This is an optimization exercise on Yosys and OpenROAD, whose aim is small area, not a production implementation.
In this exercise RTL edits were held to simulation tests only and were not proved equivalent to the original.
No activity file was given, so power comes from the tool's default toggle rates.

==> flow/design.v <==
module dcsg #(parameter CLK = 3579545)
	(clk, reset, wr, data, sound_out);
input clk, reset, wr;
input [7:0] data;
output [15:0] sound_out;
reg [2:0] last;
reg fb;
reg [3:0] att_n[0:3];
wire [2:0] regsel = data[7] ? data[6:4] : last;
integer k;
wire [3:0] att_d = ~data[3:0] & {4{~reset}};
wire att_w = wr & data[7] & data[4];
always @(posedge clk)
	if (reset) begin
		last <= 0;
		fb <= 0;
	end
	else if (wr & data[7]) begin
		last <= data[6:4];
		if (~data[4] & &data[6:5]) fb <= data[2];
	end
always @(posedge clk)
	for (k = 0; k < 4; k = k + 1)
		if (reset | att_w & data[6:5] == k) att_n[k] <= att_d;
reg [1:0] divcnt, i;
wire step = ~|divcnt;
always @(posedge clk)
	if (reset) begin
		divcnt <= 0;
		i <= 0;
	end
	else begin
		divcnt <= { divcnt[1] ^ ~divcnt[0], ~divcnt[0] };
		if (step) i <= { i[1] ^ i[0], ~i[0] };
	end
reg pv, plo;
reg [6:0] pd;
reg [10:0] p0, p1, p2;
reg [1:0] nf;
reg z;
wire pnoise = &last[2:1];
wire pdefer = last[2] & ~last[1] & (divcnt == 2'd1) & (&i);
always @(posedge clk)
	if (reset) pv <= 0;
	else if (wr) pv <= ~regsel[0] & (data[7] | ~&regsel[2:1]);
	else if (~pdefer) pv <= 0;
always @(posedge clk)
	if (wr) begin
		plo <= data[7];
		pd <= data[6:0];
	end
wire apply = pv & ~pdefer;
wire [6:0] pdr = pd & {7{~reset}};
wire [2:0] psel = { last[2:1], plo };
always @(posedge clk)
	if (reset) begin
		nf <= 0;
		z <= 1;
	end
	else if (apply & pnoise) begin
		nf <= pd[1:0];
		z <= 0;
	end
always @(posedge clk) begin
	if (reset | apply & psel == 3'b000) p0[10:4] <= pdr;
	if (reset | apply & psel == 3'b001) p0[3:0] <= pdr[3:0];
	if (reset | apply & psel == 3'b010) p1[10:4] <= pdr;
	if (reset | apply & psel == 3'b011) p1[3:0] <= pdr[3:0];
	if (reset | apply & psel == 3'b100) p2[10:4] <= pdr;
	if (reset | apply & psel == 3'b101) p2[3:0] <= pdr[3:0];
end
wire [10:0] period3 = z ? 11'h000 : &nf ? { p2[9:0], 1'b0 } : 11'h20 << nf;
wire [10:0] period_i = i[1] ? (i[0] ? period3 : p2) : (i[0] ? p1 : p0);
function [12:0] tbl;
input [3:0] l;
	case (l)
		4'hf: tbl = 13'h1fff;
		4'he: tbl = 13'h196a;
		4'hd: tbl = 13'h1430;
		4'hc: tbl = 13'h1009;
		4'hb: tbl = 13'h0cbc;
		4'ha: tbl = 13'h0a1e;
		4'h9: tbl = 13'h0809;
		4'h8: tbl = 13'h0662;
		4'h7: tbl = 13'h0512;
		4'h6: tbl = 13'h0407;
		4'h5: tbl = 13'h0333;
		4'h4: tbl = 13'h028a;
		4'h3: tbl = 13'h0204;
		4'h2: tbl = 13'h019a;
		4'h1: tbl = 13'h0146;
		4'h0: tbl = 13'h0000;
	endcase
endfunction
reg [14:0] lfsr;
reg [2:0] r[0:15];
reg bw, fr;
wire fr0 = fr & ~|i;
wire [2:0] din = fr ? 3'b000 : r[15];
wire bin = step | bw;
wire bw1 = bin & ~din[0];
wire bw2 = bw1 & ~din[1];
wire [2:0] dsub = { din[2] ^ bw2, din[1] ^ bw1, din[0] ^ bin };
wire [2:0] dout = ~|divcnt[1:0] | divcnt[1] ? dsub : { din[2], dsub[1:0] };
wire out = ~fr0 & r[0][2];
wire trig = ~fr0 & ~|{ r[0][1:0], r[1], r[2], r[3] };
wire load = step & (trig | fr0);
wire [11:0] nxt = { ~fr0 & (&i ? lfsr[14] : ~out), period_i | {11{fr0}} };
always @(posedge clk) begin
	bw <= bw2 & ~din[2];
	r[0] <= dout;
	r[1] <= load ? nxt[11:9] : r[0];
	r[2] <= load ? nxt[8:6] : r[1];
	r[3] <= load ? nxt[5:3] : r[2];
	r[4] <= load ? nxt[2:0] : r[3];
	for (k = 5; k < 16; k = k + 1) r[k] <= r[k - 1];
end
reg [15:0] acc, sound_out;
wire [12:0] level = tbl(att_n[i]);
wire [15:0] acc_b = |i ? acc : 16'h0000;
wire sub = step & ~out;
wire [15:0] acc_y = { 3'b000, step ? level : 13'h0000 } ^ {16{sub}};
wire [15:0] acc_d;
wire [15:0] ag = acc_b & acc_y;
wire [15:0] ap = acc_b ^ acc_y;
wire g_0_0 = ag[0] | ap[0] & sub;
wire g_1_0 = ag[1] | ap[1] & g_0_0;
wire g_3_2 = ag[3] | ap[3] & ag[2];
wire p_3_2 = ap[3] & ap[2];
wire g_5_4 = ag[5] | ap[5] & ag[4];
wire p_5_4 = ap[5] & ap[4];
wire g_7_6 = ag[7] | ap[7] & ag[6];
wire p_7_6 = ap[7] & ap[6];
wire g_9_8 = ag[9] | ap[9] & ag[8];
wire p_9_8 = ap[9] & ap[8];
wire g_11_10 = ag[11] | ap[11] & ag[10];
wire p_11_10 = ap[11] & ap[10];
wire g_13_12 = ag[13] | ap[13] & ag[12];
wire p_13_12 = ap[13] & ap[12];
wire g_15_14 = ag[15] | ap[15] & ag[14];
wire p_15_14 = ap[15] & ap[14];
wire g_3_0 = g_3_2 | p_3_2 & g_1_0;
wire g_7_4 = g_7_6 | p_7_6 & g_5_4;
wire p_7_4 = p_7_6 & p_5_4;
wire g_11_8 = g_11_10 | p_11_10 & g_9_8;
wire p_11_8 = p_11_10 & p_9_8;
wire g_15_12 = g_15_14 | p_15_14 & g_13_12;
wire p_15_12 = p_15_14 & p_13_12;
wire g_7_0 = g_7_4 | p_7_4 & g_3_0;
wire g_15_8 = g_15_12 | p_15_12 & g_11_8;
wire p_15_8 = p_15_12 & p_11_8;
wire g_15_0 = g_15_8 | p_15_8 & g_7_0;
wire g_11_0 = g_11_8 | p_11_8 & g_7_0;
wire g_5_0 = g_5_4 | p_5_4 & g_3_0;
wire g_9_0 = g_9_8 | p_9_8 & g_7_0;
wire g_13_0 = g_13_12 | p_13_12 & g_11_0;
wire g_2_0 = ag[2] | ap[2] & g_1_0;
wire g_4_0 = ag[4] | ap[4] & g_3_0;
wire g_6_0 = ag[6] | ap[6] & g_5_0;
wire g_8_0 = ag[8] | ap[8] & g_7_0;
wire g_10_0 = ag[10] | ap[10] & g_9_0;
wire g_12_0 = ag[12] | ap[12] & g_11_0;
wire g_14_0 = ag[14] | ap[14] & g_13_0;
assign acc_d[0] = ap[0] ^ sub;
assign acc_d[1] = ap[1] ^ g_0_0;
assign acc_d[2] = ap[2] ^ g_1_0;
assign acc_d[3] = ap[3] ^ g_2_0;
assign acc_d[4] = ap[4] ^ g_3_0;
assign acc_d[5] = ap[5] ^ g_4_0;
assign acc_d[6] = ap[6] ^ g_5_0;
assign acc_d[7] = ap[7] ^ g_6_0;
assign acc_d[8] = ap[8] ^ g_7_0;
assign acc_d[9] = ap[9] ^ g_8_0;
assign acc_d[10] = ap[10] ^ g_9_0;
assign acc_d[11] = ap[11] ^ g_10_0;
assign acc_d[12] = ap[12] ^ g_11_0;
assign acc_d[13] = ap[13] ^ g_12_0;
assign acc_d[14] = ap[14] ^ g_13_0;
assign acc_d[15] = ap[15] ^ g_14_0;
always @(posedge clk)
	acc <= acc_d;
always @(posedge clk)
	if (reset) begin
		fr <= 1;
		sound_out <= 0;
		lfsr <= 15'b1;
	end
	else begin
		if ((divcnt == 2'd1) & (&i)) fr <= 0;
		if (step & (&i)) sound_out <= acc_d;
		if (step & wr & regsel == 3'b110) lfsr <= 15'b1;
		else if (step & trig & (&i))
			lfsr <= { lfsr[13:0], lfsr[14] ^ lfsr[13] & fb };
	end
endmodule
clock: 5.0 ns
lec_check: 0
cap_margin: 20
core_margin: 2
core_utilization: 60
cts_buf_list: sky130_fd_sc_hd__clkbuf_8
slew_margin: 20
run.sh (not shown) runs the stock make flow with config.mk's settings and CLKGATE_MAP_FILE= SYNTH_SCRIPT=/design/flow/synth_recipe.tcl, a recipe that flattens the netlist after the stock synthesis.
Edit:
--- a/flow/design.v
+++ b/flow/design.v
@@ -119,65 +119,9 @@
 wire [12:0] level = tbl(att_n[i]);
 wire [15:0] acc_b = |i ? acc : 16'h0000;
 wire sub = step & ~out;
 wire [15:0] acc_y = { 3'b000, step ? level : 13'h0000 } ^ {16{sub}};
-wire [15:0] acc_d;
-wire [15:0] ag = acc_b & acc_y;
-wire [15:0] ap = acc_b ^ acc_y;
-wire g_0_0 = ag[0] | ap[0] & sub;
-wire g_1_0 = ag[1] | ap[1] & g_0_0;
-wire g_3_2 = ag[3] | ap[3] & ag[2];
-wire p_3_2 = ap[3] & ap[2];
-wire g_5_4 = ag[5] | ap[5] & ag[4];
-wire p_5_4 = ap[5] & ap[4];
-wire g_7_6 = ag[7] | ap[7] & ag[6];
-wire p_7_6 = ap[7] & ap[6];
-wire g_9_8 = ag[9] | ap[9] & ag[8];
-wire p_9_8 = ap[9] & ap[8];
-wire g_11_10 = ag[11] | ap[11] & ag[10];
-wire p_11_10 = ap[11] & ap[10];
-wire g_13_12 = ag[13] | ap[13] & ag[12];
-wire p_13_12 = ap[13] & ap[12];
-wire g_15_14 = ag[15] | ap[15] & ag[14];
-wire p_15_14 = ap[15] & ap[14];
-wire g_3_0 = g_3_2 | p_3_2 & g_1_0;
-wire g_7_4 = g_7_6 | p_7_6 & g_5_4;
-wire p_7_4 = p_7_6 & p_5_4;
-wire g_11_8 = g_11_10 | p_11_10 & g_9_8;
-wire p_11_8 = p_11_10 & p_9_8;
-wire g_15_12 = g_15_14 | p_15_14 & g_13_12;
-wire p_15_12 = p_15_14 & p_13_12;
-wire g_7_0 = g_7_4 | p_7_4 & g_3_0;
-wire g_15_8 = g_15_12 | p_15_12 & g_11_8;
-wire p_15_8 = p_15_12 & p_11_8;
-wire g_15_0 = g_15_8 | p_15_8 & g_7_0;
-wire g_11_0 = g_11_8 | p_11_8 & g_7_0;
-wire g_5_0 = g_5_4 | p_5_4 & g_3_0;
-wire g_9_0 = g_9_8 | p_9_8 & g_7_0;
-wire g_13_0 = g_13_12 | p_13_12 & g_11_0;
-wire g_2_0 = ag[2] | ap[2] & g_1_0;
-wire g_4_0 = ag[4] | ap[4] & g_3_0;
-wire g_6_0 = ag[6] | ap[6] & g_5_0;
-wire g_8_0 = ag[8] | ap[8] & g_7_0;
-wire g_10_0 = ag[10] | ap[10] & g_9_0;
-wire g_12_0 = ag[12] | ap[12] & g_11_0;
-wire g_14_0 = ag[14] | ap[14] & g_13_0;
-assign acc_d[0] = ap[0] ^ sub;
-assign acc_d[1] = ap[1] ^ g_0_0;
-assign acc_d[2] = ap[2] ^ g_1_0;
-assign acc_d[3] = ap[3] ^ g_2_0;
-assign acc_d[4] = ap[4] ^ g_3_0;
-assign acc_d[5] = ap[5] ^ g_4_0;
-assign acc_d[6] = ap[6] ^ g_5_0;
-assign acc_d[7] = ap[7] ^ g_6_0;
-assign acc_d[8] = ap[8] ^ g_7_0;
-assign acc_d[9] = ap[9] ^ g_8_0;
-assign acc_d[10] = ap[10] ^ g_9_0;
-assign acc_d[11] = ap[11] ^ g_10_0;
-assign acc_d[12] = ap[12] ^ g_11_0;
-assign acc_d[13] = ap[13] ^ g_12_0;
-assign acc_d[14] = ap[14] ^ g_13_0;
-assign acc_d[15] = ap[15] ^ g_14_0;
+wire [15:0] acc_d = acc_b + acc_y + { 15'd0, sub };
 always @(posedge clk)
 	acc <= acc_d;
 always @(posedge clk)
 	if (reset) begin
What happened: The new run went through all stages and came out clean. Final cell count is higher by 7.6%. Clock skew is lower by 0.0043 ns. Wire length is higher by 2.5%. Non-clock buffer count is lower by 12. Worst hold slack barely changes. Setup slack is better by 0.13 ns. Clock power is higher by about 20%. Combinational power is higher by about 5%. Critical path depth is lower by 3. Clock-buffer cell count is higher by 1. Sequential power barely changes. Synthesized area is higher by 2.3%. Design area is higher by 0.72%. Sequential cell count is unchanged.

-- afterwards: timing with drivers on the ports --
No port has a modelled driver above. Below, the same layouts with a new extraction and two added sets of constraints.
Step 1 (the two cells are an assumption about what drives the block):
set clk [get_ports {clk}]
set_driving_cell -lib_cell sky130_fd_sc_hd__clkbuf_16 $clk
set_driving_cell -lib_cell sky130_fd_sc_hd__buf_2 [delete_from_list [all_inputs] $clk]
Step 2 moves the port delays by t, midway between the first and last clock arrival at a register: inputs arrive t later, outputs are due t later. That takes back most of the time a late clock gives input paths.
a / b / c = no drivers / after step 1 / after step 2; a / b = the first two.
run | t, ns | setup WS [ns] | pins driven straight from the clock port
the first run | 0.488 | 0.195 / 0.195 / 0.195 | 1
the second run | 0.490 | 0.323 / 0.323 / 0.323 | 1
After both steps every run listed still meets setup and hold.
